This design comes from an exercise in tuning for small area, a short achievable clock period and few clock cycles on the open sky130 flow, not from production work.
No functional check of the RTL was part of any run shown here.

### flow/config.mk
export PLATFORM = sky130hd
export DESIGN_NAME = SequentialMultiplier
export DESIGN_NICKNAME = SequentialMultiplier
export VERILOG_FILES = /design/flow/design.v
export SDC_FILE = /design/flow/constraint.sdc
export NUM_CORES = 4
export LEC_CHECK = 0
export CAP_MARGIN = 20
export CORE_MARGIN = 2
export CORE_UTILIZATION = 40
export SETUP_SLACK_MARGIN = 1.3
export SLEW_MARGIN = 20
export SYNTH_HIERARCHICAL = 1
### flow/constraint.sdc
create_clock -name core_clock -period 4.0 [get_ports {clock}]
set_input_delay 0.8000 -clock core_clock [delete_from_list [all_inputs] [get_ports {clock}]]
set_output_delay 0.8000 -clock core_clock [all_outputs]
set_load 0.01 [all_outputs]
### flow/design.v
module SequentialMultiplier(clock, reset, multiplicand, multiplier, product, ready, start);
    parameter N = 32;
    input clock;
    input reset;
    input [N-1:0] multiplicand, multiplier;
    output [2*N-1:0] product;
    output ready;
    input start;
    logic busy;
    logic first, first_n;                
    logic [2:0] count;                   
    logic b0;                            
    logic [34:0] acc_s, acc_c;       
    logic [N-1:0] ph_register;           
    logic [N-1:0] pl_register;           
    logic [3:0] one, two, neg;      
    logic [7:0] pend_s, pend_c;          
    logic pend_ci;                       
    logic pend_x;                        
    wire go = start & ~busy;
    wire accumulate = busy & ~count[2];
    wire resolve = busy & count[2];
    assign ready = ~busy;
    wire [8:0] bb = go ? {multiplier[8:1], 1'b0} : pl_register[15:7];
    wire [3:0] one_d, two_d, neg_d;
    genvar j;
    generate
        for (j = 0; j < 4; j = j + 1) begin : enc
            assign one_d[j] = bb[2*j+1] ^ bb[2*j];
            assign two_d[j] = (bb[2*j+2] & ~bb[2*j+1] & ~bb[2*j]) | (~bb[2*j+2] & bb[2*j+1] & bb[2*j]);
            assign neg_d[j] = bb[2*j+2] & ~(bb[2*j+1] & bb[2*j]);
        end
    endgenerate
    wire [N-1:0] m_register = ph_register;
    wire [34:0] sum_in = first ? {3'b0, m_register & {N{b0}}} : acc_s;
    wire [34:0] carry_in = ~first_n ? {1'b1, 34'b0} : acc_c;
    wire inj41 = ~(count[1] & count[0]);
    wire [N:0] m1 = {1'b0, m_register};
    wire [N:0] m2 = {m_register, 1'b0};
    wire [33:0] row0;
    assign row0[0] = ((one[0] & m1[0]) | (two[0] & m2[0])) ^ neg[0];
    assign row0[1] = ((one[0] & m1[1]) | (two[0] & m2[1])) ^ neg[0];
    assign row0[2] = ((one[0] & m1[2]) | (two[0] & m2[2])) ^ neg[0];
    assign row0[3] = ((one[0] & m1[3]) | (two[0] & m2[3])) ^ neg[0];
    assign row0[4] = ((one[0] & m1[4]) | (two[0] & m2[4])) ^ neg[0];
    assign row0[5] = ((one[0] & m1[5]) | (two[0] & m2[5])) ^ neg[0];
    assign row0[6] = ((one[0] & m1[6]) | (two[0] & m2[6])) ^ neg[0];
    assign row0[7] = ((one[0] & m1[7]) | (two[0] & m2[7])) ^ neg[0];
    assign row0[8] = ((one[0] & m1[8]) | (two[0] & m2[8])) ^ neg[0];
    assign row0[9] = ((one[0] & m1[9]) | (two[0] & m2[9])) ^ neg[0];
    assign row0[10] = ((one[0] & m1[10]) | (two[0] & m2[10])) ^ neg[0];
    assign row0[11] = ((one[0] & m1[11]) | (two[0] & m2[11])) ^ neg[0];
    assign row0[12] = ((one[0] & m1[12]) | (two[0] & m2[12])) ^ neg[0];
    assign row0[13] = ((one[0] & m1[13]) | (two[0] & m2[13])) ^ neg[0];
    assign row0[14] = ((one[0] & m1[14]) | (two[0] & m2[14])) ^ neg[0];
    assign row0[15] = ((one[0] & m1[15]) | (two[0] & m2[15])) ^ neg[0];
    assign row0[16] = ((one[0] & m1[16]) | (two[0] & m2[16])) ^ neg[0];
    assign row0[17] = ((one[0] & m1[17]) | (two[0] & m2[17])) ^ neg[0];
    assign row0[18] = ((one[0] & m1[18]) | (two[0] & m2[18])) ^ neg[0];
    assign row0[19] = ((one[0] & m1[19]) | (two[0] & m2[19])) ^ neg[0];
    assign row0[20] = ((one[0] & m1[20]) | (two[0] & m2[20])) ^ neg[0];
    assign row0[21] = ((one[0] & m1[21]) | (two[0] & m2[21])) ^ neg[0];
    assign row0[22] = ((one[0] & m1[22]) | (two[0] & m2[22])) ^ neg[0];
    assign row0[23] = ((one[0] & m1[23]) | (two[0] & m2[23])) ^ neg[0];
    assign row0[24] = ((one[0] & m1[24]) | (two[0] & m2[24])) ^ neg[0];
    assign row0[25] = ((one[0] & m1[25]) | (two[0] & m2[25])) ^ neg[0];
    assign row0[26] = ((one[0] & m1[26]) | (two[0] & m2[26])) ^ neg[0];
    assign row0[27] = ((one[0] & m1[27]) | (two[0] & m2[27])) ^ neg[0];
    assign row0[28] = ((one[0] & m1[28]) | (two[0] & m2[28])) ^ neg[0];
    assign row0[29] = ((one[0] & m1[29]) | (two[0] & m2[29])) ^ neg[0];
    assign row0[30] = ((one[0] & m1[30]) | (two[0] & m2[30])) ^ neg[0];
    assign row0[31] = ((one[0] & m1[31]) | (two[0] & m2[31])) ^ neg[0];
    assign row0[32] = ((one[0] & m1[32]) | (two[0] & m2[32])) ^ neg[0];
    assign row0[33] = ~neg[0];
    wire [33:0] row1;
    assign row1[0] = ((one[1] & m1[0]) | (two[1] & m2[0])) ^ neg[1];
    assign row1[1] = ((one[1] & m1[1]) | (two[1] & m2[1])) ^ neg[1];
    assign row1[2] = ((one[1] & m1[2]) | (two[1] & m2[2])) ^ neg[1];
    assign row1[3] = ((one[1] & m1[3]) | (two[1] & m2[3])) ^ neg[1];
    assign row1[4] = ((one[1] & m1[4]) | (two[1] & m2[4])) ^ neg[1];
    assign row1[5] = ((one[1] & m1[5]) | (two[1] & m2[5])) ^ neg[1];
    assign row1[6] = ((one[1] & m1[6]) | (two[1] & m2[6])) ^ neg[1];
    assign row1[7] = ((one[1] & m1[7]) | (two[1] & m2[7])) ^ neg[1];
    assign row1[8] = ((one[1] & m1[8]) | (two[1] & m2[8])) ^ neg[1];
    assign row1[9] = ((one[1] & m1[9]) | (two[1] & m2[9])) ^ neg[1];
    assign row1[10] = ((one[1] & m1[10]) | (two[1] & m2[10])) ^ neg[1];
    assign row1[11] = ((one[1] & m1[11]) | (two[1] & m2[11])) ^ neg[1];
    assign row1[12] = ((one[1] & m1[12]) | (two[1] & m2[12])) ^ neg[1];
    assign row1[13] = ((one[1] & m1[13]) | (two[1] & m2[13])) ^ neg[1];
    assign row1[14] = ((one[1] & m1[14]) | (two[1] & m2[14])) ^ neg[1];
    assign row1[15] = ((one[1] & m1[15]) | (two[1] & m2[15])) ^ neg[1];
    assign row1[16] = ((one[1] & m1[16]) | (two[1] & m2[16])) ^ neg[1];
    assign row1[17] = ((one[1] & m1[17]) | (two[1] & m2[17])) ^ neg[1];
    assign row1[18] = ((one[1] & m1[18]) | (two[1] & m2[18])) ^ neg[1];
    assign row1[19] = ((one[1] & m1[19]) | (two[1] & m2[19])) ^ neg[1];
    assign row1[20] = ((one[1] & m1[20]) | (two[1] & m2[20])) ^ neg[1];
    assign row1[21] = ((one[1] & m1[21]) | (two[1] & m2[21])) ^ neg[1];
    assign row1[22] = ((one[1] & m1[22]) | (two[1] & m2[22])) ^ neg[1];
    assign row1[23] = ((one[1] & m1[23]) | (two[1] & m2[23])) ^ neg[1];
    assign row1[24] = ((one[1] & m1[24]) | (two[1] & m2[24])) ^ neg[1];
    assign row1[25] = ((one[1] & m1[25]) | (two[1] & m2[25])) ^ neg[1];
    assign row1[26] = ((one[1] & m1[26]) | (two[1] & m2[26])) ^ neg[1];
    assign row1[27] = ((one[1] & m1[27]) | (two[1] & m2[27])) ^ neg[1];
    assign row1[28] = ((one[1] & m1[28]) | (two[1] & m2[28])) ^ neg[1];
    assign row1[29] = ((one[1] & m1[29]) | (two[1] & m2[29])) ^ neg[1];
    assign row1[30] = ((one[1] & m1[30]) | (two[1] & m2[30])) ^ neg[1];
    assign row1[31] = ((one[1] & m1[31]) | (two[1] & m2[31])) ^ neg[1];
    assign row1[32] = ((one[1] & m1[32]) | (two[1] & m2[32])) ^ neg[1];
    assign row1[33] = ~neg[1];
    wire [33:0] row2;
    assign row2[0] = ((one[2] & m1[0]) | (two[2] & m2[0])) ^ neg[2];
    assign row2[1] = ((one[2] & m1[1]) | (two[2] & m2[1])) ^ neg[2];
    assign row2[2] = ((one[2] & m1[2]) | (two[2] & m2[2])) ^ neg[2];
    assign row2[3] = ((one[2] & m1[3]) | (two[2] & m2[3])) ^ neg[2];
    assign row2[4] = ((one[2] & m1[4]) | (two[2] & m2[4])) ^ neg[2];
    assign row2[5] = ((one[2] & m1[5]) | (two[2] & m2[5])) ^ neg[2];
    assign row2[6] = ((one[2] & m1[6]) | (two[2] & m2[6])) ^ neg[2];
    assign row2[7] = ((one[2] & m1[7]) | (two[2] & m2[7])) ^ neg[2];
    assign row2[8] = ((one[2] & m1[8]) | (two[2] & m2[8])) ^ neg[2];
    assign row2[9] = ((one[2] & m1[9]) | (two[2] & m2[9])) ^ neg[2];
    assign row2[10] = ((one[2] & m1[10]) | (two[2] & m2[10])) ^ neg[2];
    assign row2[11] = ((one[2] & m1[11]) | (two[2] & m2[11])) ^ neg[2];
    assign row2[12] = ((one[2] & m1[12]) | (two[2] & m2[12])) ^ neg[2];
    assign row2[13] = ((one[2] & m1[13]) | (two[2] & m2[13])) ^ neg[2];
    assign row2[14] = ((one[2] & m1[14]) | (two[2] & m2[14])) ^ neg[2];
    assign row2[15] = ((one[2] & m1[15]) | (two[2] & m2[15])) ^ neg[2];
    assign row2[16] = ((one[2] & m1[16]) | (two[2] & m2[16])) ^ neg[2];
    assign row2[17] = ((one[2] & m1[17]) | (two[2] & m2[17])) ^ neg[2];
    assign row2[18] = ((one[2] & m1[18]) | (two[2] & m2[18])) ^ neg[2];
    assign row2[19] = ((one[2] & m1[19]) | (two[2] & m2[19])) ^ neg[2];
    assign row2[20] = ((one[2] & m1[20]) | (two[2] & m2[20])) ^ neg[2];
    assign row2[21] = ((one[2] & m1[21]) | (two[2] & m2[21])) ^ neg[2];
    assign row2[22] = ((one[2] & m1[22]) | (two[2] & m2[22])) ^ neg[2];
    assign row2[23] = ((one[2] & m1[23]) | (two[2] & m2[23])) ^ neg[2];
    assign row2[24] = ((one[2] & m1[24]) | (two[2] & m2[24])) ^ neg[2];
    assign row2[25] = ((one[2] & m1[25]) | (two[2] & m2[25])) ^ neg[2];
    assign row2[26] = ((one[2] & m1[26]) | (two[2] & m2[26])) ^ neg[2];
    assign row2[27] = ((one[2] & m1[27]) | (two[2] & m2[27])) ^ neg[2];
    assign row2[28] = ((one[2] & m1[28]) | (two[2] & m2[28])) ^ neg[2];
    assign row2[29] = ((one[2] & m1[29]) | (two[2] & m2[29])) ^ neg[2];
    assign row2[30] = ((one[2] & m1[30]) | (two[2] & m2[30])) ^ neg[2];
    assign row2[31] = ((one[2] & m1[31]) | (two[2] & m2[31])) ^ neg[2];
    assign row2[32] = ((one[2] & m1[32]) | (two[2] & m2[32])) ^ neg[2];
    assign row2[33] = ~neg[2];
    wire [33:0] row3;
    assign row3[0] = one[3] & m1[0];
    assign row3[1] = ((one[3] & m1[1]) | (two[3] & m2[1])) ^ neg[3];
    assign row3[2] = ((one[3] & m1[2]) | (two[3] & m2[2])) ^ neg[3];
    assign row3[3] = ((one[3] & m1[3]) | (two[3] & m2[3])) ^ neg[3];
    assign row3[4] = ((one[3] & m1[4]) | (two[3] & m2[4])) ^ neg[3];
    assign row3[5] = ((one[3] & m1[5]) | (two[3] & m2[5])) ^ neg[3];
    assign row3[6] = ((one[3] & m1[6]) | (two[3] & m2[6])) ^ neg[3];
    assign row3[7] = ((one[3] & m1[7]) | (two[3] & m2[7])) ^ neg[3];
    assign row3[8] = ((one[3] & m1[8]) | (two[3] & m2[8])) ^ neg[3];
    assign row3[9] = ((one[3] & m1[9]) | (two[3] & m2[9])) ^ neg[3];
    assign row3[10] = ((one[3] & m1[10]) | (two[3] & m2[10])) ^ neg[3];
    assign row3[11] = ((one[3] & m1[11]) | (two[3] & m2[11])) ^ neg[3];
    assign row3[12] = ((one[3] & m1[12]) | (two[3] & m2[12])) ^ neg[3];
    assign row3[13] = ((one[3] & m1[13]) | (two[3] & m2[13])) ^ neg[3];
    assign row3[14] = ((one[3] & m1[14]) | (two[3] & m2[14])) ^ neg[3];
    assign row3[15] = ((one[3] & m1[15]) | (two[3] & m2[15])) ^ neg[3];
    assign row3[16] = ((one[3] & m1[16]) | (two[3] & m2[16])) ^ neg[3];
    assign row3[17] = ((one[3] & m1[17]) | (two[3] & m2[17])) ^ neg[3];
    assign row3[18] = ((one[3] & m1[18]) | (two[3] & m2[18])) ^ neg[3];
    assign row3[19] = ((one[3] & m1[19]) | (two[3] & m2[19])) ^ neg[3];
    assign row3[20] = ((one[3] & m1[20]) | (two[3] & m2[20])) ^ neg[3];
    assign row3[21] = ((one[3] & m1[21]) | (two[3] & m2[21])) ^ neg[3];
    assign row3[22] = ((one[3] & m1[22]) | (two[3] & m2[22])) ^ neg[3];
    assign row3[23] = ((one[3] & m1[23]) | (two[3] & m2[23])) ^ neg[3];
    assign row3[24] = ((one[3] & m1[24]) | (two[3] & m2[24])) ^ neg[3];
    assign row3[25] = ((one[3] & m1[25]) | (two[3] & m2[25])) ^ neg[3];
    assign row3[26] = ((one[3] & m1[26]) | (two[3] & m2[26])) ^ neg[3];
    assign row3[27] = ((one[3] & m1[27]) | (two[3] & m2[27])) ^ neg[3];
    assign row3[28] = ((one[3] & m1[28]) | (two[3] & m2[28])) ^ neg[3];
    assign row3[29] = ((one[3] & m1[29]) | (two[3] & m2[29])) ^ neg[3];
    assign row3[30] = ((one[3] & m1[30]) | (two[3] & m2[30])) ^ neg[3];
    assign row3[31] = ((one[3] & m1[31]) | (two[3] & m2[31])) ^ neg[3];
    assign row3[32] = ((one[3] & m1[32]) | (two[3] & m2[32])) ^ neg[3];
    assign row3[33] = ~neg[3];
    wire hs0, hc0;
    HalfAdder ha0 (carry_in[3], sum_in[3], hs0, hc0);
    wire hs1, hc1;
    HalfAdder ha1 (carry_in[4], sum_in[4], hs1, hc1);
    wire fs0, fc0;
    FullAdder fa0 (carry_in[5], sum_in[5], neg[2], fs0, fc0);
    wire hs2, hc2;
    HalfAdder ha2 (row0[4], row1[2], hs2, hc2);
    wire fs1, fc1;
    FullAdder fa1 (carry_in[6], sum_in[6], row0[5], fs1, fc1);
    wire hs3, hc3;
    HalfAdder ha3 (row1[3], row2[1], hs3, hc3);
    wire fs2, fc2;
    FullAdder fa2 (carry_in[7], sum_in[7], row0[6], fs2, fc2);
    wire fs3, fc3;
    FullAdder fa3 (row1[4], row2[2], row3[0], fs3, fc3);
    wire fs4, fc4;
    FullAdder fa4 (carry_in[8], sum_in[8], row0[7], fs4, fc4);
    wire fs5, fc5;
    FullAdder fa5 (row1[5], row2[3], row3[1], fs5, fc5);
    wire fs6, fc6;
    FullAdder fa6 (carry_in[9], sum_in[9], row0[8], fs6, fc6);
    wire fs7, fc7;
    FullAdder fa7 (row1[6], row2[4], row3[2], fs7, fc7);
    wire fs8, fc8;
    FullAdder fa8 (carry_in[10], sum_in[10], row0[9], fs8, fc8);
    wire fs9, fc9;
    FullAdder fa9 (row1[7], row2[5], row3[3], fs9, fc9);
    wire fs10, fc10;
    FullAdder fa10 (carry_in[11], sum_in[11], row0[10], fs10, fc10);
    wire fs11, fc11;
    FullAdder fa11 (row1[8], row2[6], row3[4], fs11, fc11);
    wire fs12, fc12;
    FullAdder fa12 (carry_in[12], sum_in[12], row0[11], fs12, fc12);
    wire fs13, fc13;
    FullAdder fa13 (row1[9], row2[7], row3[5], fs13, fc13);
    wire fs14, fc14;
    FullAdder fa14 (carry_in[13], sum_in[13], row0[12], fs14, fc14);
    wire fs15, fc15;
    FullAdder fa15 (row1[10], row2[8], row3[6], fs15, fc15);
    wire fs16, fc16;
    FullAdder fa16 (carry_in[14], sum_in[14], row0[13], fs16, fc16);
    wire fs17, fc17;
    FullAdder fa17 (row1[11], row2[9], row3[7], fs17, fc17);
    wire fs18, fc18;
    FullAdder fa18 (carry_in[15], sum_in[15], row0[14], fs18, fc18);
    wire fs19, fc19;
    FullAdder fa19 (row1[12], row2[10], row3[8], fs19, fc19);
    wire fs20, fc20;
    FullAdder fa20 (carry_in[16], sum_in[16], row0[15], fs20, fc20);
    wire fs21, fc21;
    FullAdder fa21 (row1[13], row2[11], row3[9], fs21, fc21);
    wire fs22, fc22;
    FullAdder fa22 (carry_in[17], sum_in[17], row0[16], fs22, fc22);
    wire fs23, fc23;
    FullAdder fa23 (row1[14], row2[12], row3[10], fs23, fc23);
    wire fs24, fc24;
    FullAdder fa24 (carry_in[18], sum_in[18], row0[17], fs24, fc24);
    wire fs25, fc25;
    FullAdder fa25 (row1[15], row2[13], row3[11], fs25, fc25);
    wire fs26, fc26;
    FullAdder fa26 (carry_in[19], sum_in[19], row0[18], fs26, fc26);
    wire fs27, fc27;
    FullAdder fa27 (row1[16], row2[14], row3[12], fs27, fc27);
    wire fs28, fc28;
    FullAdder fa28 (carry_in[20], sum_in[20], row0[19], fs28, fc28);
    wire fs29, fc29;
    FullAdder fa29 (row1[17], row2[15], row3[13], fs29, fc29);
    wire fs30, fc30;
    FullAdder fa30 (carry_in[21], sum_in[21], row0[20], fs30, fc30);
    wire fs31, fc31;
    FullAdder fa31 (row1[18], row2[16], row3[14], fs31, fc31);
    wire fs32, fc32;
    FullAdder fa32 (carry_in[22], sum_in[22], row0[21], fs32, fc32);
    wire fs33, fc33;
    FullAdder fa33 (row1[19], row2[17], row3[15], fs33, fc33);
    wire fs34, fc34;
    FullAdder fa34 (carry_in[23], sum_in[23], row0[22], fs34, fc34);
    wire fs35, fc35;
    FullAdder fa35 (row1[20], row2[18], row3[16], fs35, fc35);
    wire fs36, fc36;
    FullAdder fa36 (carry_in[24], sum_in[24], row0[23], fs36, fc36);
    wire fs37, fc37;
    FullAdder fa37 (row1[21], row2[19], row3[17], fs37, fc37);
    wire fs38, fc38;
    FullAdder fa38 (carry_in[25], sum_in[25], row0[24], fs38, fc38);
    wire fs39, fc39;
    FullAdder fa39 (row1[22], row2[20], row3[18], fs39, fc39);
    wire fs40, fc40;
    FullAdder fa40 (carry_in[26], sum_in[26], row0[25], fs40, fc40);
    wire fs41, fc41;
    FullAdder fa41 (row1[23], row2[21], row3[19], fs41, fc41);
    wire fs42, fc42;
    FullAdder fa42 (carry_in[27], sum_in[27], row0[26], fs42, fc42);
    wire fs43, fc43;
    FullAdder fa43 (row1[24], row2[22], row3[20], fs43, fc43);
    wire fs44, fc44;
    FullAdder fa44 (carry_in[28], sum_in[28], row0[27], fs44, fc44);
    wire fs45, fc45;
    FullAdder fa45 (row1[25], row2[23], row3[21], fs45, fc45);
    wire fs46, fc46;
    FullAdder fa46 (carry_in[29], sum_in[29], row0[28], fs46, fc46);
    wire fs47, fc47;
    FullAdder fa47 (row1[26], row2[24], row3[22], fs47, fc47);
    wire fs48, fc48;
    FullAdder fa48 (carry_in[30], sum_in[30], row0[29], fs48, fc48);
    wire fs49, fc49;
    FullAdder fa49 (row1[27], row2[25], row3[23], fs49, fc49);
    wire fs50, fc50;
    FullAdder fa50 (carry_in[31], sum_in[31], row0[30], fs50, fc50);
    wire fs51, fc51;
    FullAdder fa51 (row1[28], row2[26], row3[24], fs51, fc51);
    wire fs52, fc52;
    FullAdder fa52 (carry_in[32], sum_in[32], row0[31], fs52, fc52);
    wire fs53, fc53;
    FullAdder fa53 (row1[29], row2[27], row3[25], fs53, fc53);
    wire fs54, fc54;
    FullAdder fa54 (carry_in[33], sum_in[33], row0[32], fs54, fc54);
    wire fs55, fc55;
    FullAdder fa55 (row1[30], row2[28], row3[26], fs55, fc55);
    wire fs56, fc56;
    FullAdder fa56 (carry_in[34], sum_in[34], row0[33], fs56, fc56);
    wire fs57, fc57;
    FullAdder fa57 (row1[31], row2[29], row3[27], fs57, fc57);
    wire fs58 = ~(row1[32] ^ row2[30]);
    wire fc58 = row1[32] | row2[30];
    wire hs4, hc4;
    HalfAdder ha4 (carry_in[1], sum_in[1], hs4, hc4);
    wire hs5, hc5;
    HalfAdder ha5 (carry_in[2], sum_in[2], hs5, hc5);
    wire fs59, fc59;
    FullAdder fa59 (hs0, neg[1], row0[2], fs59, fc59);
    wire fs60, fc60;
    FullAdder fa60 (hc0, hs1, row0[3], fs60, fc60);
    wire fs61, fc61;
    FullAdder fa61 (hc1, row2[0], fs0, fs61, fc61);
    wire fs62, fc62;
    FullAdder fa62 (fc0, hc2, hs3, fs62, fc62);
    wire fs63, fc63;
    FullAdder fa63 (hc3, fc1, fs2, fs63, fc63);
    wire fs64, fc64;
    FullAdder fa64 (fc2, fc3, fs4, fs64, fc64);
    wire fs65, fc65;
    FullAdder fa65 (fc4, fc5, fs6, fs65, fc65);
    wire fs66, fc66;
    FullAdder fa66 (fc6, fc7, fs8, fs66, fc66);
    wire fs67, fc67;
    FullAdder fa67 (fc8, fc9, fs10, fs67, fc67);
    wire fs68, fc68;
    FullAdder fa68 (fc10, fc11, fs12, fs68, fc68);
    wire fs69, fc69;
    FullAdder fa69 (fc12, fc13, fs14, fs69, fc69);
    wire fs70, fc70;
    FullAdder fa70 (fc14, fc15, fs16, fs70, fc70);
    wire fs71, fc71;
    FullAdder fa71 (fc16, fc17, fs18, fs71, fc71);
    wire fs72, fc72;
    FullAdder fa72 (fc18, fc19, fs20, fs72, fc72);
    wire fs73, fc73;
    FullAdder fa73 (fc20, fc21, fs22, fs73, fc73);
    wire fs74, fc74;
    FullAdder fa74 (fc22, fc23, fs24, fs74, fc74);
    wire fs75, fc75;
    FullAdder fa75 (fc24, fc25, fs26, fs75, fc75);
    wire fs76, fc76;
    FullAdder fa76 (fc26, fc27, fs28, fs76, fc76);
    wire fs77, fc77;
    FullAdder fa77 (fc28, fc29, fs30, fs77, fc77);
    wire fs78, fc78;
    FullAdder fa78 (fc30, fc31, fs32, fs78, fc78);
    wire fs79, fc79;
    FullAdder fa79 (fc32, fc33, fs34, fs79, fc79);
    wire fs80, fc80;
    FullAdder fa80 (fc34, fc35, fs36, fs80, fc80);
    wire fs81, fc81;
    FullAdder fa81 (fc36, fc37, fs38, fs81, fc81);
    wire fs82, fc82;
    FullAdder fa82 (fc38, fc39, fs40, fs82, fc82);
    wire fs83, fc83;
    FullAdder fa83 (fc40, fc41, fs42, fs83, fc83);
    wire fs84, fc84;
    FullAdder fa84 (fc42, fc43, fs44, fs84, fc84);
    wire fs85, fc85;
    FullAdder fa85 (fc44, fc45, fs46, fs85, fc85);
    wire fs86, fc86;
    FullAdder fa86 (fc46, fc47, fs48, fs86, fc86);
    wire fs87, fc87;
    FullAdder fa87 (fc48, fc49, fs50, fs87, fc87);
    wire fs88, fc88;
    FullAdder fa88 (fc50, fc51, fs52, fs88, fc88);
    wire fs89, fc89;
    FullAdder fa89 (fc52, fc53, fs54, fs89, fc89);
    wire fs90, fc90;
    FullAdder fa90 (fc54, fc55, fs56, fs90, fc90);
    wire fs91, fc91;
    FullAdder fa91 (row3[28], fc56, fc57, fs91, fc91);
    wire fs92, fc92;
    FullAdder fa92 (row1[33], row2[31], row3[29], fs92, fc92);
    wire hs6 = ~row2[32];
    wire hc6 = row2[32];
    wire hs7, hc7;
    HalfAdder ha7 (carry_in[0], pend_x, hs7, hc7);
    wire fs93, fc93;
    FullAdder fa93 (hs4, neg[0], row0[0], fs93, fc93);
    wire fs94, fc94;
    FullAdder fa94 (hc4, hs5, row0[1], fs94, fc94);
    wire fs95, fc95;
    FullAdder fa95 (hc5, row1[0], fs59, fs95, fc95);
    wire fs96, fc96;
    FullAdder fa96 (row1[1], fc59, fs60, fs96, fc96);
    wire fs97, fc97;
    FullAdder fa97 (hs2, fc60, fs61, fs97, fc97);
    wire fs98, fc98;
    FullAdder fa98 (fs1, fc61, fs62, fs98, fc98);
    wire fs99, fc99;
    FullAdder fa99 (fs3, fc62, fs63, fs99, fc99);
    wire fs100, fc100;
    FullAdder fa100 (fs5, fc63, fs64, fs100, fc100);
    wire fs101, fc101;
    FullAdder fa101 (fs7, fc64, fs65, fs101, fc101);
    wire fs102, fc102;
    FullAdder fa102 (fs9, fc65, fs66, fs102, fc102);
    wire fs103, fc103;
    FullAdder fa103 (fs11, fc66, fs67, fs103, fc103);
    wire fs104, fc104;
    FullAdder fa104 (fs13, fc67, fs68, fs104, fc104);
    wire fs105, fc105;
    FullAdder fa105 (fs15, fc68, fs69, fs105, fc105);
    wire fs106, fc106;
    FullAdder fa106 (fs17, fc69, fs70, fs106, fc106);
    wire fs107, fc107;
    FullAdder fa107 (fs19, fc70, fs71, fs107, fc107);
    wire fs108, fc108;
    FullAdder fa108 (fs21, fc71, fs72, fs108, fc108);
    wire fs109, fc109;
    FullAdder fa109 (fs23, fc72, fs73, fs109, fc109);
    wire fs110, fc110;
    FullAdder fa110 (fs25, fc73, fs74, fs110, fc110);
    wire fs111, fc111;
    FullAdder fa111 (fs27, fc74, fs75, fs111, fc111);
    wire fs112, fc112;
    FullAdder fa112 (fs29, fc75, fs76, fs112, fc112);
    wire fs113, fc113;
    FullAdder fa113 (fs31, fc76, fs77, fs113, fc113);
    wire fs114, fc114;
    FullAdder fa114 (fs33, fc77, fs78, fs114, fc114);
    wire fs115, fc115;
    FullAdder fa115 (fs35, fc78, fs79, fs115, fc115);
    wire fs116, fc116;
    FullAdder fa116 (fs37, fc79, fs80, fs116, fc116);
    wire fs117, fc117;
    FullAdder fa117 (fs39, fc80, fs81, fs117, fc117);
    wire fs118, fc118;
    FullAdder fa118 (fs41, fc81, fs82, fs118, fc118);
    wire fs119, fc119;
    FullAdder fa119 (fs43, fc82, fs83, fs119, fc119);
    wire fs120, fc120;
    FullAdder fa120 (fs45, fc83, fs84, fs120, fc120);
    wire fs121, fc121;
    FullAdder fa121 (fs47, fc84, fs85, fs121, fc121);
    wire fs122, fc122;
    FullAdder fa122 (fs49, fc85, fs86, fs122, fc122);
    wire fs123, fc123;
    FullAdder fa123 (fs51, fc86, fs87, fs123, fc123);
    wire fs124, fc124;
    FullAdder fa124 (fs53, fc87, fs88, fs124, fc124);
    wire fs125, fc125;
    FullAdder fa125 (fs55, fc88, fs89, fs125, fc125);
    wire fs126, fc126;
    FullAdder fa126 (fs57, fc89, fs90, fs126, fc126);
    wire fs127, fc127;
    FullAdder fa127 (fs58, fc90, fs91, fs127, fc127);
    wire fs128, fc128;
    FullAdder fa128 (fc58, fs92, fc91, fs128, fc128);
    wire fs129, fc129;
    FullAdder fa129 (row3[30], hs6, fc92, fs129, fc129);
    wire fs130, fc130;
    FullAdder fa130 (row2[33], row3[31], hc6, fs130, fc130);
    wire hs8 = ~row3[32];
    wire hc8 = row3[32];
    wire [42:0] tx = {1'b0, inj41, row3[33], hs8, fs130, fs129, fc127, fc126, fc125, fc124, fc123, fc122, fc121, fc120, fc119, fc118, fc117, fc116, fc115, fc114, fc113, fc112, fc111, fc110, fc109, fc108, fc107, fc106, fc105, fc104, fc103, fc102, fc101, fc100, fc99, fc98, fc97, fc96, fc95, fc94, fc93, hc7, sum_in[0]};
    wire [42:0] ty = {1'b0, 1'b0, hc8, fc130, fc129, fc128, fs128, fs127, fs126, fs125, fs124, fs123, fs122, fs121, fs120, fs119, fs118, fs117, fs116, fs115, fs114, fs113, fs112, fs111, fs110, fs109, fs108, fs107, fs106, fs105, fs104, fs103, fs102, fs101, fs100, fs99, fs98, fs97, fs96, fs95, fs94, fs93, hs7};
    wire [39:0] fsum;
    wire low_ci;
    FinalAdder final_add ({acc_s[N-1:0], pend_s}, {acc_c[N-1:0], pend_c}, pend_ci, fsum, low_ci);
    wire [7:0] low = fsum[7:0];
    wire [N-1:0] hi = fsum[39:8];
    assign product = {ph_register, pl_register};
    always_ff @(posedge clock) begin
        if (go)
            b0 <= multiplier[0];
        one <= one_d;
        two <= two_d;
        neg <= neg_d;
        pend_s <= tx[7:0];
        pend_c <= ty[7:0];
        pend_x <= ~go & neg[3] & ~(one[3] & m_register[0]);
        pend_ci <= ~first & low_ci;
        acc_s <= tx[42:8];
        acc_c <= ty[42:8];
        if (go | resolve)
            ph_register <= resolve ? hi : multiplicand;
        if (go)
            pl_register <= {1'b0, multiplier[N-1:1]};
        else if (busy)
            pl_register <= {low, pl_register[N-1:8]};
    end
    always_ff @(posedge clock or posedge reset) begin
        if (reset) begin
            first <= 1'b0;
            first_n <= 1'b1;
        end else begin
            first <= go;
            first_n <= ~go;
        end
    end
    always_ff @(posedge clock or posedge reset) begin
        if (reset) begin
            busy <= 1'b0;
            count <= '0;
        end else if (go) begin
            busy <= 1'b1;
            count <= '0;
        end else if (busy) begin
            count <= count + 1'b1;
            if (count == 3'd4)
                busy <= 1'b0;
        end
    end
endmodule
module FinalAdder(input [39:0] x, input [39:0] y, input ci,
                  output [39:0] sum, output c8);
    wire p0, g0;
    HalfAdder pg0 (x[0], y[0], p0, g0);
    wire p1, g1;
    HalfAdder pg1 (x[1], y[1], p1, g1);
    wire p2, g2;
    HalfAdder pg2 (x[2], y[2], p2, g2);
    wire p3, g3;
    HalfAdder pg3 (x[3], y[3], p3, g3);
    wire p4, g4;
    HalfAdder pg4 (x[4], y[4], p4, g4);
    wire p5, g5;
    HalfAdder pg5 (x[5], y[5], p5, g5);
    wire p6, g6;
    HalfAdder pg6 (x[6], y[6], p6, g6);
    wire p7, g7;
    HalfAdder pg7 (x[7], y[7], p7, g7);
    wire p8, g8;
    HalfAdder pg8 (x[8], y[8], p8, g8);
    wire p9, g9;
    HalfAdder pg9 (x[9], y[9], p9, g9);
    wire p10, g10;
    HalfAdder pg10 (x[10], y[10], p10, g10);
    wire p11, g11;
    HalfAdder pg11 (x[11], y[11], p11, g11);
    wire p12, g12;
    HalfAdder pg12 (x[12], y[12], p12, g12);
    wire p13, g13;
    HalfAdder pg13 (x[13], y[13], p13, g13);
    wire p14, g14;
    HalfAdder pg14 (x[14], y[14], p14, g14);
    wire p15, g15;
    HalfAdder pg15 (x[15], y[15], p15, g15);
    wire p16, g16;
    HalfAdder pg16 (x[16], y[16], p16, g16);
    wire p17, g17;
    HalfAdder pg17 (x[17], y[17], p17, g17);
    wire p18, g18;
    HalfAdder pg18 (x[18], y[18], p18, g18);
    wire p19, g19;
    HalfAdder pg19 (x[19], y[19], p19, g19);
    wire p20, g20;
    HalfAdder pg20 (x[20], y[20], p20, g20);
    wire p21, g21;
    HalfAdder pg21 (x[21], y[21], p21, g21);
    wire p22, g22;
    HalfAdder pg22 (x[22], y[22], p22, g22);
    wire p23, g23;
    HalfAdder pg23 (x[23], y[23], p23, g23);
    wire p24, g24;
    HalfAdder pg24 (x[24], y[24], p24, g24);
    wire p25, g25;
    HalfAdder pg25 (x[25], y[25], p25, g25);
    wire p26, g26;
    HalfAdder pg26 (x[26], y[26], p26, g26);
    wire p27, g27;
    HalfAdder pg27 (x[27], y[27], p27, g27);
    wire p28, g28;
    HalfAdder pg28 (x[28], y[28], p28, g28);
    wire p29, g29;
    HalfAdder pg29 (x[29], y[29], p29, g29);
    wire p30, g30;
    HalfAdder pg30 (x[30], y[30], p30, g30);
    wire p31, g31;
    HalfAdder pg31 (x[31], y[31], p31, g31);
    wire p32, g32;
    HalfAdder pg32 (x[32], y[32], p32, g32);
    wire p33, g33;
    HalfAdder pg33 (x[33], y[33], p33, g33);
    wire p34, g34;
    HalfAdder pg34 (x[34], y[34], p34, g34);
    wire p35, g35;
    HalfAdder pg35 (x[35], y[35], p35, g35);
    wire p36, g36;
    HalfAdder pg36 (x[36], y[36], p36, g36);
    wire p37, g37;
    HalfAdder pg37 (x[37], y[37], p37, g37);
    wire p38, g38;
    HalfAdder pg38 (x[38], y[38], p38, g38);
    wire p39, g39;
    HalfAdder pg39 (x[39], y[39], p39, g39);
    wire G0;
    AndOr go0 (p0, ci, g0, G0);
    wire G1;
    AndOr go1 (p2, g1, g2, G1);
    wire P1;
    And2 po1 (p2, p1, P1);
    wire G2;
    AndOr go2 (p4, g3, g4, G2);
    wire P2;
    And2 po2 (p4, p3, P2);
    wire G3;
    AndOr go3 (p6, g5, g6, G3);
    wire P3;
    And2 po3 (p6, p5, P3);
    wire G4;
    AndOr go4 (p8, g7, g8, G4);
    wire P4;
    And2 po4 (p8, p7, P4);
    wire G5;
    AndOr go5 (p10, g9, g10, G5);
    wire P5;
    And2 po5 (p10, p9, P5);
    wire G6;
    AndOr go6 (p12, g11, g12, G6);
    wire P6;
    And2 po6 (p12, p11, P6);
    wire G7;
    AndOr go7 (p14, g13, g14, G7);
    wire P7;
    And2 po7 (p14, p13, P7);
    wire G8;
    AndOr go8 (p16, g15, g16, G8);
    wire P8;
    And2 po8 (p16, p15, P8);
    wire G9;
    AndOr go9 (p18, g17, g18, G9);
    wire P9;
    And2 po9 (p18, p17, P9);
    wire G10;
    AndOr go10 (p20, g19, g20, G10);
    wire P10;
    And2 po10 (p20, p19, P10);
    wire G11;
    AndOr go11 (p22, g21, g22, G11);
    wire P11;
    And2 po11 (p22, p21, P11);
    wire G12;
    AndOr go12 (p24, g23, g24, G12);
    wire P12;
    And2 po12 (p24, p23, P12);
    wire G13;
    AndOr go13 (p26, g25, g26, G13);
    wire P13;
    And2 po13 (p26, p25, P13);
    wire G14;
    AndOr go14 (p28, g27, g28, G14);
    wire P14;
    And2 po14 (p28, p27, P14);
    wire G15;
    AndOr go15 (p30, g29, g30, G15);
    wire P15;
    And2 po15 (p30, p29, P15);
    wire G16;
    AndOr go16 (p32, g31, g32, G16);
    wire P16;
    And2 po16 (p32, p31, P16);
    wire G17;
    AndOr go17 (p34, g33, g34, G17);
    wire P17;
    And2 po17 (p34, p33, P17);
    wire G18;
    AndOr go18 (p36, g35, g36, G18);
    wire P18;
    And2 po18 (p36, p35, P18);
    wire G19;
    AndOr go19 (p38, g37, g38, G19);
    wire P19;
    And2 po19 (p38, p37, P19);
    wire G20;
    AndOr go20 (p1, G0, g1, G20);
    wire G21;
    AndOr go21 (P1, G0, G1, G21);
    wire G22;
    AndOr go22 (p5, G2, g5, G22);
    wire P22;
    And2 po22 (p5, P2, P22);
    wire G23;
    AndOr go23 (P3, G2, G3, G23);
    wire P23;
    And2 po23 (P3, P2, P23);
    wire G24;
    AndOr go24 (p9, G4, g9, G24);
    wire P24;
    And2 po24 (p9, P4, P24);
    wire G25;
    AndOr go25 (P5, G4, G5, G25);
    wire P25;
    And2 po25 (P5, P4, P25);
    wire G26;
    AndOr go26 (p13, G6, g13, G26);
    wire P26;
    And2 po26 (p13, P6, P26);
    wire G27;
    AndOr go27 (P7, G6, G7, G27);
    wire P27;
    And2 po27 (P7, P6, P27);
    wire G28;
    AndOr go28 (p17, G8, g17, G28);
    wire P28;
    And2 po28 (p17, P8, P28);
    wire G29;
    AndOr go29 (P9, G8, G9, G29);
    wire P29;
    And2 po29 (P9, P8, P29);
    wire G30;
    AndOr go30 (p21, G10, g21, G30);
    wire P30;
    And2 po30 (p21, P10, P30);
    wire G31;
    AndOr go31 (P11, G10, G11, G31);
    wire P31;
    And2 po31 (P11, P10, P31);
    wire G32;
    AndOr go32 (p25, G12, g25, G32);
    wire P32;
    And2 po32 (p25, P12, P32);
    wire G33;
    AndOr go33 (P13, G12, G13, G33);
    wire P33;
    And2 po33 (P13, P12, P33);
    wire G34;
    AndOr go34 (p29, G14, g29, G34);
    wire P34;
    And2 po34 (p29, P14, P34);
    wire G35;
    AndOr go35 (P15, G14, G15, G35);
    wire P35;
    And2 po35 (P15, P14, P35);
    wire G36;
    AndOr go36 (p33, G16, g33, G36);
    wire P36;
    And2 po36 (p33, P16, P36);
    wire G37;
    AndOr go37 (P17, G16, G17, G37);
    wire P37;
    And2 po37 (P17, P16, P37);
    wire G38;
    AndOr go38 (p37, G18, g37, G38);
    wire P38;
    And2 po38 (p37, P18, P38);
    wire G39;
    AndOr go39 (P19, G18, G19, G39);
    wire P39;
    And2 po39 (P19, P18, P39);
    wire G40;
    AndOr go40 (p3, G21, g3, G40);
    wire G41;
    AndOr go41 (P2, G21, G2, G41);
    wire G42;
    AndOr go42 (P22, G21, G22, G42);
    wire G43;
    AndOr go43 (P23, G21, G23, G43);
    wire G44;
    AndOr go44 (p11, G25, g11, G44);
    wire P44;
    And2 po44 (p11, P25, P44);
    wire G45;
    AndOr go45 (P6, G25, G6, G45);
    wire P45;
    And2 po45 (P6, P25, P45);
    wire G46;
    AndOr go46 (P26, G25, G26, G46);
    wire P46;
    And2 po46 (P26, P25, P46);
    wire G47;
    AndOr go47 (P27, G25, G27, G47);
    wire P47;
    And2 po47 (P27, P25, P47);
    wire G48;
    AndOr go48 (p19, G29, g19, G48);
    wire P48;
    And2 po48 (p19, P29, P48);
    wire G49;
    AndOr go49 (P10, G29, G10, G49);
    wire P49;
    And2 po49 (P10, P29, P49);
    wire G50;
    AndOr go50 (P30, G29, G30, G50);
    wire P50;
    And2 po50 (P30, P29, P50);
    wire G51;
    AndOr go51 (P31, G29, G31, G51);
    wire P51;
    And2 po51 (P31, P29, P51);
    wire G52;
    AndOr go52 (p27, G33, g27, G52);
    wire P52;
    And2 po52 (p27, P33, P52);
    wire G53;
    AndOr go53 (P14, G33, G14, G53);
    wire P53;
    And2 po53 (P14, P33, P53);
    wire G54;
    AndOr go54 (P34, G33, G34, G54);
    wire P54;
    And2 po54 (P34, P33, P54);
    wire G55;
    AndOr go55 (P35, G33, G35, G55);
    wire P55;
    And2 po55 (P35, P33, P55);
    wire G56;
    AndOr go56 (p35, G37, g35, G56);
    wire P56;
    And2 po56 (p35, P37, P56);
    wire G57;
    AndOr go57 (P18, G37, G18, G57);
    wire P57;
    And2 po57 (P18, P37, P57);
    wire G58;
    AndOr go58 (P38, G37, G38, G58);
    wire P58;
    And2 po58 (P38, P37, P58);
    wire G59;
    AndOr go59 (P39, G37, G39, G59);
    wire P59;
    And2 po59 (P39, P37, P59);
    wire G60;
    AndOr go60 (p7, G43, g7, G60);
    wire G61;
    AndOr go61 (P4, G43, G4, G61);
    wire G62;
    AndOr go62 (P24, G43, G24, G62);
    wire G63;
    AndOr go63 (P25, G43, G25, G63);
    wire G64;
    AndOr go64 (P44, G43, G44, G64);
    wire G65;
    AndOr go65 (P45, G43, G45, G65);
    wire G66;
    AndOr go66 (P46, G43, G46, G66);
    wire G67;
    AndOr go67 (P47, G43, G47, G67);
    wire G68;
    AndOr go68 (p23, G51, g23, G68);
    wire P68;
    And2 po68 (p23, P51, P68);
    wire G69;
    AndOr go69 (P12, G51, G12, G69);
    wire P69;
    And2 po69 (P12, P51, P69);
    wire G70;
    AndOr go70 (P32, G51, G32, G70);
    wire P70;
    And2 po70 (P32, P51, P70);
    wire G71;
    AndOr go71 (P33, G51, G33, G71);
    wire P71;
    And2 po71 (P33, P51, P71);
    wire G72;
    AndOr go72 (P52, G51, G52, G72);
    wire P72;
    And2 po72 (P52, P51, P72);
    wire G73;
    AndOr go73 (P53, G51, G53, G73);
    wire P73;
    And2 po73 (P53, P51, P73);
    wire G74;
    AndOr go74 (P54, G51, G54, G74);
    wire P74;
    And2 po74 (P54, P51, P74);
    wire G75;
    AndOr go75 (P55, G51, G55, G75);
    wire P75;
    And2 po75 (P55, P51, P75);
    wire G76;
    AndOr go76 (p39, G59, g39, G76);
    wire P76;
    And2 po76 (p39, P59, P76);
    wire G77;
    AndOr go77 (p15, G67, g15, G77);
    wire G78;
    AndOr go78 (P8, G67, G8, G78);
    wire G79;
    AndOr go79 (P28, G67, G28, G79);
    wire G80;
    AndOr go80 (P29, G67, G29, G80);
    wire G81;
    AndOr go81 (P48, G67, G48, G81);
    wire G82;
    AndOr go82 (P49, G67, G49, G82);
    wire G83;
    AndOr go83 (P50, G67, G50, G83);
    wire G84;
    AndOr go84 (P51, G67, G51, G84);
    wire G85;
    AndOr go85 (P68, G67, G68, G85);
    wire G86;
    AndOr go86 (P69, G67, G69, G86);
    wire G87;
    AndOr go87 (P70, G67, G70, G87);
    wire G88;
    AndOr go88 (P71, G67, G71, G88);
    wire G89;
    AndOr go89 (P72, G67, G72, G89);
    wire G90;
    AndOr go90 (P73, G67, G73, G90);
    wire G91;
    AndOr go91 (P74, G67, G74, G91);
    wire G92;
    AndOr go92 (P75, G67, G75, G92);
    wire G93;
    AndOr go93 (p31, G92, g31, G93);
    wire G94;
    AndOr go94 (P16, G92, G16, G94);
    wire G95;
    AndOr go95 (P36, G92, G36, G95);
    wire G96;
    AndOr go96 (P37, G92, G37, G96);
    wire G97;
    AndOr go97 (P56, G92, G56, G97);
    wire G98;
    AndOr go98 (P57, G92, G57, G98);
    wire G99;
    AndOr go99 (P58, G92, G58, G99);
    wire G100;
    AndOr go100 (P59, G92, G59, G100);
    wire G101;
    AndOr go101 (P76, G92, G76, G101);
    Xor2 sx0 (p0, ci, sum[0]);
    Xor2 sx1 (p1, G0, sum[1]);
    Xor2 sx2 (p2, G20, sum[2]);
    Xor2 sx3 (p3, G21, sum[3]);
    Xor2 sx4 (p4, G40, sum[4]);
    Xor2 sx5 (p5, G41, sum[5]);
    Xor2 sx6 (p6, G42, sum[6]);
    Xor2 sx7 (p7, G43, sum[7]);
    Xor2 sx8 (p8, G60, sum[8]);
    Xor2 sx9 (p9, G61, sum[9]);
    Xor2 sx10 (p10, G62, sum[10]);
    Xor2 sx11 (p11, G63, sum[11]);
    Xor2 sx12 (p12, G64, sum[12]);
    Xor2 sx13 (p13, G65, sum[13]);
    Xor2 sx14 (p14, G66, sum[14]);
    Xor2 sx15 (p15, G67, sum[15]);
    Xor2 sx16 (p16, G77, sum[16]);
    Xor2 sx17 (p17, G78, sum[17]);
    Xor2 sx18 (p18, G79, sum[18]);
    Xor2 sx19 (p19, G80, sum[19]);
    Xor2 sx20 (p20, G81, sum[20]);
    Xor2 sx21 (p21, G82, sum[21]);
    Xor2 sx22 (p22, G83, sum[22]);
    Xor2 sx23 (p23, G84, sum[23]);
    Xor2 sx24 (p24, G85, sum[24]);
    Xor2 sx25 (p25, G86, sum[25]);
    Xor2 sx26 (p26, G87, sum[26]);
    Xor2 sx27 (p27, G88, sum[27]);
    Xor2 sx28 (p28, G89, sum[28]);
    Xor2 sx29 (p29, G90, sum[29]);
    Xor2 sx30 (p30, G91, sum[30]);
    Xor2 sx31 (p31, G92, sum[31]);
    Xor2 sx32 (p32, G93, sum[32]);
    Xor2 sx33 (p33, G94, sum[33]);
    Xor2 sx34 (p34, G95, sum[34]);
    Xor2 sx35 (p35, G96, sum[35]);
    Xor2 sx36 (p36, G97, sum[36]);
    Xor2 sx37 (p37, G98, sum[37]);
    Xor2 sx38 (p38, G99, sum[38]);
    Xor2 sx39 (p39, G100, sum[39]);
    assign c8 = G60;
endmodule
module AndOr(input a, input b, input c, output y);
    assign y = (a & b) | c;
endmodule
module And2(input a, input b, output y);
    assign y = a & b;
endmodule
module Xor2(input a, input b, output y);
    assign y = a ^ b;
endmodule
module FullAdder(input a, input b, input c, output s, output co);
    assign s = a ^ b ^ c;
    assign co = (a & b) | (a & c) | (b & c);
endmodule
module HalfAdder(input a, input b, output s, output co);
    assign s = a ^ b;
    assign co = a & b;
endmodule
### flow/flow/run.sh
#!/bin/bash
# Standard layout (the standard.sh, unchanged synthesis and steps), with
# the port buffers made from sky130_fd_sc_hd__buf_1 instead of the flow's
# default pick. Every tool's output goes to standard.log here.
set -euo pipefail
export BUFFER_PORTS_ARGS="-buffer_cell sky130_fd_sc_hd__buf_1"
bash standard.sh > standard.log 2>&1
### flow/standard.sh
#!/bin/bash
# synth_recipe.tcl (not shown) runs the flow's synth.tcl, then flattens the netlist and writes it again
# the make line also repeats each setting of config.mk as NAME=value (left out here)
make -C /OpenROAD-flow-scripts/flow DESIGN_CONFIG=/design/flow/config.mk WORK_HOME=/design/flow/orfs CLKGATE_MAP_FILE= SYNTH_SCRIPT=/design/flow/synth_recipe.tcl "${@:-finish}"
==> run_results.csv, run 1 <==
group,metric,value,unit
synth,yosysSeqAreaShare,30.7,%
placement,place_ws,0.994,ns
floorplan,die_area,0.0344,mm^2
sta,min_period,2.68,ns
cells_and_area,final_common_cell,"nand2_1",
routing,drt_iter0_markers,665,
global_route,grt_usage,20.6,%
routing,routed_via_density,5.29,
sta,hold_violations,0,
sta,rsz0062_at_grt,"yes",
routing,drt_pre_antenna_iters,7,
floorplan,die_x,185,um
synth,synth_warnings,7,
cells_and_area,area_growth,13.5,%
cells_and_area,nNetsFinal,1588,
cells_and_area,finish.utilization,46.1,%
sta,relSlewSlack,63.0,%
synth,synth_seq_cells,168,
routing,antenna_left,0,
run_status,outcome,"finished clean",
floorplan,ios,132,
cells_and_area,final_cell_mix,"nand2_1, xnor2_1, buf_1",
placement,portBuffers,131,
synth,synth_area,0.0132,mm^2
global_route,grt_max_degree,40,
global_route,antenna_found_initial,0,
floorplan,initial_core_util,40.6,%
sta,skew,0.0159,ns
worst_setup_path,crit_type,"reg -> reg",
floorplan,core,0.0325,mm^2
sta,fin_ws,1.32,ns
worst_setup_path,critPathMaxFanout,6,
cells_and_area,drive_above_1_share,10.3,%
clock_network,clkTransAtPathRegs,0.08,ns
routing,wirelength,35.1,mm
routing,dr_total_vias,9490,
synth,ys.flop_type,"dfxtp_1",
floorplan,die_h,185,um
min_path,holdCritPathClass,"in -> async",
global_route,grt_overflow,0,
routing,wire_per_inst,19.5,um
floorplan,rows,66,
cells_and_area,n_fill_cell,3046,
clock_network,cts_tree,"built",
cells_and_area,antennaDiodeCount,0,
global_route,grt_pass1_wl,54.4,mm
sta,slew_viol_final,0,
synth,synthesis.instances,1247,
cells_and_area,fin_cells,1795,
worst_setup_path,cp-end-kind,"flop",
clock_network,clockBufferDepth,2,
clock_network,cts_hold_buf,0,
clock_network,cts_made_buffers,17,
placement,dp_cells,1744,
routing,drc,0,
worst_setup_path,required,4.20,ns
cells_and_area,final_area,0.0149,mm^2
flow_run,cap_viol_max_count,0,
global_route,grt_pass1_vias,9605,
clock_network,insertion_delay,0.45,ns
clock_network,cts.sinks,168,
synth,async_flop_share,3.57,%
clock_network,h-tree-depth,4,
sta,setup_viol,0,
sta,post-route-period-util,67.0,%
sta,tightest_slew,0.555,ns
synth,avgSynthCellArea,10.6,um^2
worst_setup_path,startpoint_type,"flop",
placement,gp_congestion,0.829,
synth,synth_cell_types,40,
clock_network,root_buffer,"clkbuf_16",
worst_setup_path,worstPathArrival,2.88,ns
placement,placed_area,0.0139,mm^2
placement,place.detailed.hpwl,24.6,mm
sta,fin_setup_tns,0,ns
sta,max_freq,373,MHz
synth,synth-edff-count,64,
[synthesized netlist by cell type, drive strengths merged, types with 2 or more instances]
master  instances  area (um^2)
o21ai          42          210
a22oi         124          931
a32o            3         30.0
xnor2         134         1170
fa            130         2600
and2           97          607
ha             51          638
a21oi           9         45.0
or3b            3         26.3
edfxtp         64         1920
dfxtp          98         1960
nand2         138          526
clkbuf         38          143
nor2b           6         45.0
a31oi           3         18.8
buf            61          353
dfrtp           5          125
inv            49          184
nor2            2         7.51
a21o          103          773
mux2           33          375
o31ai           2         15.0
o21a            2         15.0
xor2           43          377
[state kept, by name, indices dropped and copies added, names as in the netlist, 3 cells and up]
| name | flops |
|---|---|
| one | 4 |
| pend_s | 8 |
| count | 3 |
| two | 4 |
| pl_register | 32 |
| ph_register | 32 |
| pend_c | 8 |
| acc_c | 33 |
| acc_s | 34 |
| neg | 4 |
[worst paths after layout]
path	startpoint	end	slack, ns	cells after the start
setup / recovery	pend_c[0]	ph_register[28]	1.32	10
hold / removal	reset	count[0]	0.25	2
setup reg to reg	pend_c[0]	ph_register[28]	1.32	10
hold reg to reg	count[0]	count[0]	0.49	1
max in group asynchronous	reset	first_n	3.47	2
min in group core_clock	count[0]	count[0]	0.49	1
[worst max-delay path: stages, from the launching register on]
cell and delay (ns):
dfxtp_1 0.31, ha_1 0.30, a21o_1 0.19, a21o_1 0.19
a21o_4 0.25, a21o_4 0.25, a21o_4 0.23, buf_6 0.13
a21o_1 0.16, xor2_1 0.15, mux2_2 0.26
[layer usage]
metal	track usage, %	routed length [um]	vias to the layer above
met3	4.11	2210	37
li1	-	-	4396
met2	32.8	16500	342
met4	5.43	508	0
met5	0	0	-
met1	28.6	15900	4715
[per-module statistics from Yosys (local to each module, per instance), a selection]
module	times used	area, um^2
And2	61	6.26
AndOr	100	7.51
FullAdder	130	20.0
Xor2	40	8.76
HalfAdder	47	12.5
SequentialMultiplier	1	8490
[cell families (layout without fill, tap and decap cells)]
logic type      Yosys count  count (layout)  share of synthesized area, %
fa+ha+maj               181             181                          24.6
simple gates            251             251                          9.43
buf+inv                 148             253                          5.16
compound gates          288             288                          15.5
mux                      33              33                          2.85
flops                   168             168                          30.7
other cells               1               2                        0.0285
xor+xnor                177             177                          11.8
[through the flow]
| stage | hold slack [ns] |
|---|---|
| 2_1_floorplan | 0.420 |
| 3_3_place_gp | 0.479 |
| 3_5_place_dp | 0.482 |
| 4_1_cts | 0.240 |
| 5_1_grt | 0.256 |
| 6_report | 0.247 |
[what timing repair did]
| action | in CTS | in global routing |
|---|---|---|
| gates resized for setup | 12 | 36 |
| pin swaps | 2 | 11 |
| buffers inserted | 2 | 16 |
| cloned | 0 | 1 |
| setup endpoints to repair | 72 | 46 |
[final cells by class]
cell class | instances | area [um^2] | share of cell area (%)
multi-input combinational | 932 | 8630 | 57.8
sequential | 168 | 4060 | 27.2
timing repair buffer | 172 | 896 | 5.99
tap | 442 | 553 | 3.70
clock buffer | 17 | 425 | 2.85
clock inverter | 15 | 194 | 1.30
inverter | 49 | 184 | 1.23
==> run 2, diff against run 1 <==
--- a/flow/config.mk
+++ b/flow/config.mk
@@ -10,3 +10,3 @@
 export CORE_UTILIZATION = 40
-export SETUP_SLACK_MARGIN = 1.3
+export SETUP_SLACK_MARGIN = 1.2
 export SLEW_MARGIN = 20
==> run 2 against run 1 <==
Net effect: via count down 1.0%; critical endpoint unchanged; highest routed layer unchanged.
==> run_results.csv, run 2 <==
group,metric,value,unit
run_status,outcome,"finished clean",
placement,dp_cells,1744,
floorplan,rows,66,
sta,max_freq,361,MHz
worst_setup_path,crit_type,"reg -> reg",
synth,synth_seq_cells,168,
synth,synth_top_area_share,19.8,%
min_path,holdCritPathClass,"in -> async",
routing,wire_per_inst,19.4,um
routing,m1WireLength,15.6,mm
cells_and_area,fin_cells,1795,
flow_run,cap_viol_max_count,0,
placement,portBuffers,131,
cells_and_area,seqCellArea,0.00406,mm^2
sta,setup_viol,0,
worst_setup_path,rr_worst_depth,10,
cells_and_area,n_fill_cell,3062,
routing,drt_iter0_markers,638,
placement,place.detailed.hpwl,24.6,mm
floorplan,die_x,185,um
clock_network,cts.sinks,168,
routing,wl_met3,2.22,mm
worst_setup_path,worst_r2r_endpoint,"ph_register[28]",
synth,synth.most_common_cell,"nand2_1",
routing,antenna_left,0,
global_route,grt_usage,20.5,%
routing,top_layer,"met4",
worst_setup_path,rrSetupSlack,1.23,ns
sta,hold_violations,0,
placement,gp_congestion,0.829,
synth,yosys.area.top_type,"fa_1",
clock_network,insertion_delay,0.45,ns
floorplan,initial_core_util,40.6,%
sta,min_period,2.77,ns
cells_and_area,final_cell_mix,"nand2_1, xnor2_1, buf_1",
synth,synthesis.instances,1247,
cells_and_area,area_growth,12.5,%
cells_and_area,nNetsFinal,1588,
sta,holdWs,0.249,ns
sta,post-route-period-util,69.2,%
worst_setup_path,startpoint_type,"flop",
worst_setup_path,required,4.20,ns
worst_setup_path,cp-end-kind,"flop",
synth,async_flop_share,3.57,%
synth,synth_area_leaders,"fa_1, dfxtp_1, edfxtp_1",
clock_network,h-tree-depth,4,
worst_setup_path,critPathMaxFanout,6,
worst_setup_path,r2r-start,"pend_c[0]",
sta,skew,0.0162,ns
synth,synth_cell_types,40,
cells_and_area,reg_top3,"acc_s (34), acc_c (33)",
worst_setup_path,crit_path_start,"pend_c[0]",
synth,synth-edff-count,64,
cells_and_area,drive_above_1_share,9.76,%
sta,fin_setup_tns,0,ns
synth,ys.flop_type,"dfxtp_1",
floorplan,die_area,0.0344,mm^2
global_route,grt_pass1_wl,54.2,mm
cells_and_area,antennaDiodeCount,0,
clock_network,cts_hold_buf,0,
worst_setup_path,worstPathArrival,2.97,ns
clock_network,clockBufferDepth,2,
global_route,grt_max_degree,40,
routing,drc,0,
sta,tightest_slew,0.568,ns
routing,dr_total_vias,9392,
sta,rsz0062_at_grt,"yes",
clock_network,cts_made_buffers,17,
cells_and_area,multi_input_area,0.00856,mm^2
clock_network,cts_tree,"built",
routing,routed_via_density,5.23,
cells_and_area,final_common_cell,"nand2_1",
global_route,grt_pass1_vias,9603,
placement,placed_area,0.0139,mm^2
global_route,grt_overflow,0,
routing,drt_pre_antenna_iters,5,
synth,avgSynthCellArea,10.6,um^2
synth,yosys-top-cells-count,"nand2_1, xnor2_1, fa_1, a22oi_1, a21o_1",
synth,synth_area,0.0132,mm^2
cells_and_area,largest-register,"acc_s",
clock_network,root_buffer,"clkbuf_16",
worst_setup_path,endpoint,"ph_register[28]",
cells_and_area,largest_reg_flops,34,
routing,wirelength,34.8,mm
routing,wl_met2,16.3,mm
clock_network,clkTransAtPathRegs,0.08,ns
sta,slew_viol_final,0,
floorplan,die_h,185,um
floorplan,ios,132,
global_route,antenna_found_initial,0,
sta,relSlewSlack,62.1,%
synth,synth_warnings,7,
floorplan,core,0.0325,mm^2
cells_and_area,final_area,0.0148,mm^2
synth,yosysSeqAreaShare,30.7,%
-- run 2: per-module statistics from Yosys, one instance, submodules excluded, excerpt --
| module | copies in the design | cells inside |
|---|---|---|
| HalfAdder | 47 | 1 |
| FullAdder | 130 | 1 |
| SequentialMultiplier | 1 | 869 |
| Xor2 | 40 | 1 |
| AndOr | 100 | 1 |
| And2 | 61 | 1 |
-- run 2: logic make-up (layout without fill, tap and decap cells) --
group	count (synthesis)	in the layout	share of synthesized area (%)
multiplexers	33	33	2.85
other	1	2	0.0285
buffers and inverters	148	252	5.16
XOR/XNOR	177	177	11.8
adder cells (fa/ha/maj)	181	181	24.6
AND/OR/NAND/NOR	251	251	9.43
AO/OA/AOI/OAI	288	289	15.5
flip-flops	168	168	30.7
-- run 2: metrics by stage --
stage | util [%] | setup slack [ns]
global route | 45.6 | 1.17
detailed placement | 42.9 | 0.994
global placement | 42.9 | 1.04
CTS | 44.9 | 1.21
floorplan | - | 1.33
finish | 45.6 | 1.23
-- run 2: final cells by class --
type	count	share of cell area [%]
Multi-Input combinational cell	933	57.8
Sequential cell	168	27.4
Timing Repair Buffer	171	5.63
Tap cell	442	3.73
Clock buffer	17	2.87
Clock inverter	15	1.31
Inverter	49	1.24
-- run 2: how the worst min path moves through the flow --
stage / startpoint / endpoint / slack (ns) / cells after the start
floorplan: pend_x / pend_c[0] / 0.42 / 1
global placement: count[0] / count[0] / 0.48 / 1
detailed placement: count[0] / count[0] / 0.48 / 1
CTS: reset / count[0] / 0.24 / 2
global route: reset / count[0] / 0.26 / 2
finish: reset / count[0] / 0.25 / 2
-- run 2: repair_timing --
item,CTS,global route
buffers inserted,0,18
pin swaps,0,9
endpoints found under the setup margin,38,48
gates cloned,0,1
resized for setup,6,22
-- run 2: worst max-delay path, stage by stage (launching register included) --
cell	delay [ns]
dfxtp_1	0.31
ha_1	0.30
a21o_1	0.19
a21o_1	0.24
a21o_4	0.27
a21o_4	0.26
a21o_4	0.22
buf_4	0.16
a21o_1	0.17
xor2_1	0.15
mux2_2	0.26
-- run 2: metal layers --
| metal | track usage, % | up-vias |
|---|---|---|
| li1 | - | 4394 |
| met1 | 28.5 | 4614 |
| met2 | 32.7 | 342 |
| met3 | 4.11 | 42 |
| met4 | 5.49 | 0 |
| met5 | 0 | - |
==> run 3, diff against run 2 <==
--- a/flow/config.mk
+++ b/flow/config.mk
@@ -10,3 +10,3 @@
 export CORE_UTILIZATION = 40
-export SETUP_SLACK_MARGIN = 1.2
+export SETUP_SLACK_MARGIN = 1.4
 export SLEW_MARGIN = 20
==> run 3 against run 2 <==
Net effect: core utilization increased by 2.5 points; highest routed layer unchanged; critical endpoint is now pend_c[5]; critical path type unchanged; global-route usage increased by 0.66 points; worst setup slack improved by 0.17 ns; largest cell class unchanged; clock-buffer cell count increased by 1; hold slack got worse by 0.015 ns.
==> run_results.csv, run 3 <==
group,metric,value,unit
worst_setup_path,cp-end-kind,"flop",
sta,tightest_slew,0.823,ns
synth,synthesis.instances,1247,
routing,dr_total_vias,9777,
flow_run,cap_viol_max_count,0,
clock_network,cts_tree,"built",
sta,fin_setup_tns,0,ns
clock_network,clockBufferDepth,2,
cells_and_area,antennaDiodeCount,0,
cells_and_area,multi_input_area,0.00889,mm^2
run_status,outcome,"finished clean",
global_route,grt_max_degree,50,
cells_and_area,area_growth,18.6,%
cells_and_area,n_fill_cell,3053,
clock_network,clkTransAtPathRegs,0.08,ns
routing,wirelength,36.8,mm
floorplan,die_x,185,um
global_route,grt_pass1_vias,9865,
clock_network,root_buffer,"clkbuf_16",
synth,synth_area_leaders,"fa_1, dfxtp_1, edfxtp_1",
cells_and_area,final_cell_mix,"nand2_1, xnor2_1, buf_1",
routing,routed_via_density,5.30,
global_route,antenna_found_initial,0,
worst_setup_path,rrSetupSlack,1.40,ns
global_route,grt_pass1_wl,55.3,mm
worst_setup_path,cpMostUsedCell,"fa_1",
clock_network,insertion_delay,0.46,ns
sta,setup_viol,0,
placement,gp_congestion,0.811,
floorplan,core,0.0325,mm^2
floorplan,ios,132,
sta,skew,0.0209,ns
synth,synth-edff-count,64,
worst_setup_path,critPathSlowestCell,"fa_2",
global_route,met2_usage,34.0,%
synth,synth_warnings,7,
synth,synth_area,0.0132,mm^2
worst_setup_path,path_buf_inv,1,
cells_and_area,final_area,0.0156,mm^2
synth,synth_top_area_share,19.8,%
placement,place.detailed.hpwl,24.2,mm
floorplan,die_area,0.0344,mm^2
worst_setup_path,crit_chain,"and2_4 -> clkbuf_16 -> nand2_1 -> o21ai_0 -> fa_2 -> fa_1 -> fa_1",
min_path,holdCritPathClass,"in -> async",
global_route,grt_usage,21.2,%
cells_and_area,reg_top3,"acc_s (34), acc_c (33)",
synth,async_flop_share,3.57,%
routing,wire_per_inst,20.0,um
clock_network,h-tree-depth,4,
worst_setup_path,critPathMaxFanout,15,
routing,drt_pre_antenna_iters,5,
sta,relSlewSlack,45.0,%
floorplan,rows,66,
global_route,met3_usage,4.05,%
cells_and_area,drive_above_1_share,17.4,%
cells_and_area,final_common_cell,"nand2_1",
floorplan,initial_core_util,40.6,%
synth,avgSynthCellArea,10.6,um^2
worst_setup_path,required,4.34,ns
global_route,grt.met1_usage,28.7,%
global_route,grt_overflow,0,
cells_and_area,seqCellArea,0.00409,mm^2
sta,slew_viol_final,0,
sta,max_freq,385,MHz
clock_network,cts_made_buffers,17,
routing,antenna_left,0,
sta,post-route-period-util,65.0,%
cells_and_area,nNetsFinal,1639,
worst_setup_path,crit_type,"reg -> reg",
## run 3: changes by cell type in the layout (fill, tap and decap cells not counted), moves of 20 or more
| cell | before | now |
|---|---|---|
| buf_4 | 35 | 63 |
| dfxtp_1 | 90 | 68 |
| dfxtp_2 | 6 | 26 |
| ha_1 | 46 | 25 |
| ha_4 | 5 | 26 |
## run 3: repair_timing
item,4_1_cts,5_1_grt
gates resized for setup,31,89
cloned,2,2
setup endpoints to repair,72,68
buffers inserted,19,49
pin swaps,17,28
## run 3: path summary, 6_finish.rpt
path                              to  depth (start not counted)      from
setup / recovery           pend_c[5]                          7        b0
hold / removal              count[1]                          2     reset
setup reg to reg           pend_c[5]                          7        b0
hold reg to reg             count[0]                          1  count[0]
max in group asynchronous    first_n                          2     reset
min in group core_clock     count[0]                          1  count[0]
## run 3: final cells by class
class / count / area share [%]
Inverter: 49 / 1.18
Tap cell: 442 / 3.54
Clock buffer: 18 / 2.75
Multi-Input combinational cell: 934 / 57.0
Timing Repair Buffer: 221 / 8.55
Sequential cell: 168 / 26.2
Clock inverter: 14 / 0.834
## run 3: cells by family (layout without fill, tap and decap cells)
family / Yosys count / in the layout / synth area share (%)
adders and majority gates: 181 / 181 / 24.6
AOI/OAI and AO/OA: 288 / 290 / 15.5
and+or+nand+nor: 251 / 251 / 9.43
DFF: 168 / 168 / 30.7
buffers and inverters: 148 / 302 / 5.16
muxes: 33 / 33 / 2.85
xor gates and xnor gates: 177 / 177 / 11.8
other: 1 / 2 / 0.0285
## run 3: per-module statistics from Yosys (local to each module, per instance), excerpt
module	cells inside	flip-flops and latches	times used
FullAdder	1	0	130
HalfAdder	1	0	47
And2	1	0	61
AndOr	1	0	100
Xor2	1	0	40
SequentialMultiplier	869	168	1
## run 3: metal layers
metal	wire, um	part of all wire [%]	up-vias
met3	2170	5.9	56
met1	16500	45	4890
met5	0	0	-
met4	1000	2.7	0
met2	17200	47	337
li1	-	-	4494
## run 3: metrics by stage
stage / setup slack [ns] / hold slack [ns] / utilization, % / std cells
after floorplan: 1.40 / 0.420 / - / 1248
after global routing: 1.32 / 0.239 / 48.1 / 1846
after global placement: 1.13 / 0.489 / 42.8 / 1742
after detailed placement: 1.09 / 0.475 / 42.8 / 1742
final: 1.40 / 0.234 / 48.1 / 1846
after CTS: 1.37 / 0.224 / 45.6 / 1795

## port drivers added, routing unchanged
The flow's constraints put no driver on any port. The routed layouts listed below were extracted and timed again, unchanged, in two steps. Step 1 sets driving cells, clkbuf_16 on the clock port and buf_2 on the other inputs (assumed; they add their load-dependent delay and slew). Step 2, shift: input delay + t, output delay - t, t = (earliest + latest rising clock arrival at the registers) / 2. This alone moves slack from input paths to output paths. Slacks: ideal / step 1 / step 2; pairs: ideal / step 1.
| run | t (ns) | slack for setup (ns) | clock arrival spread, ns |
|---|---|---|---|
| run 1 | 0.491 | 1.319 / 1.319 / 1.212 | 0.017 / 0.017 |
| run 2 | 0.491 | 1.231 / 1.231 / 1.217 | 0.017 / 0.018 |
| run 3 | 0.502 | 1.399 / 1.399 / 1.105 | 0.021 / 0.021 |
After both steps setup and hold are still met in every run listed. The setup slack of run 3, which loses most, moves by 0.000 ns with the drivers and by -0.294 ns with both steps.
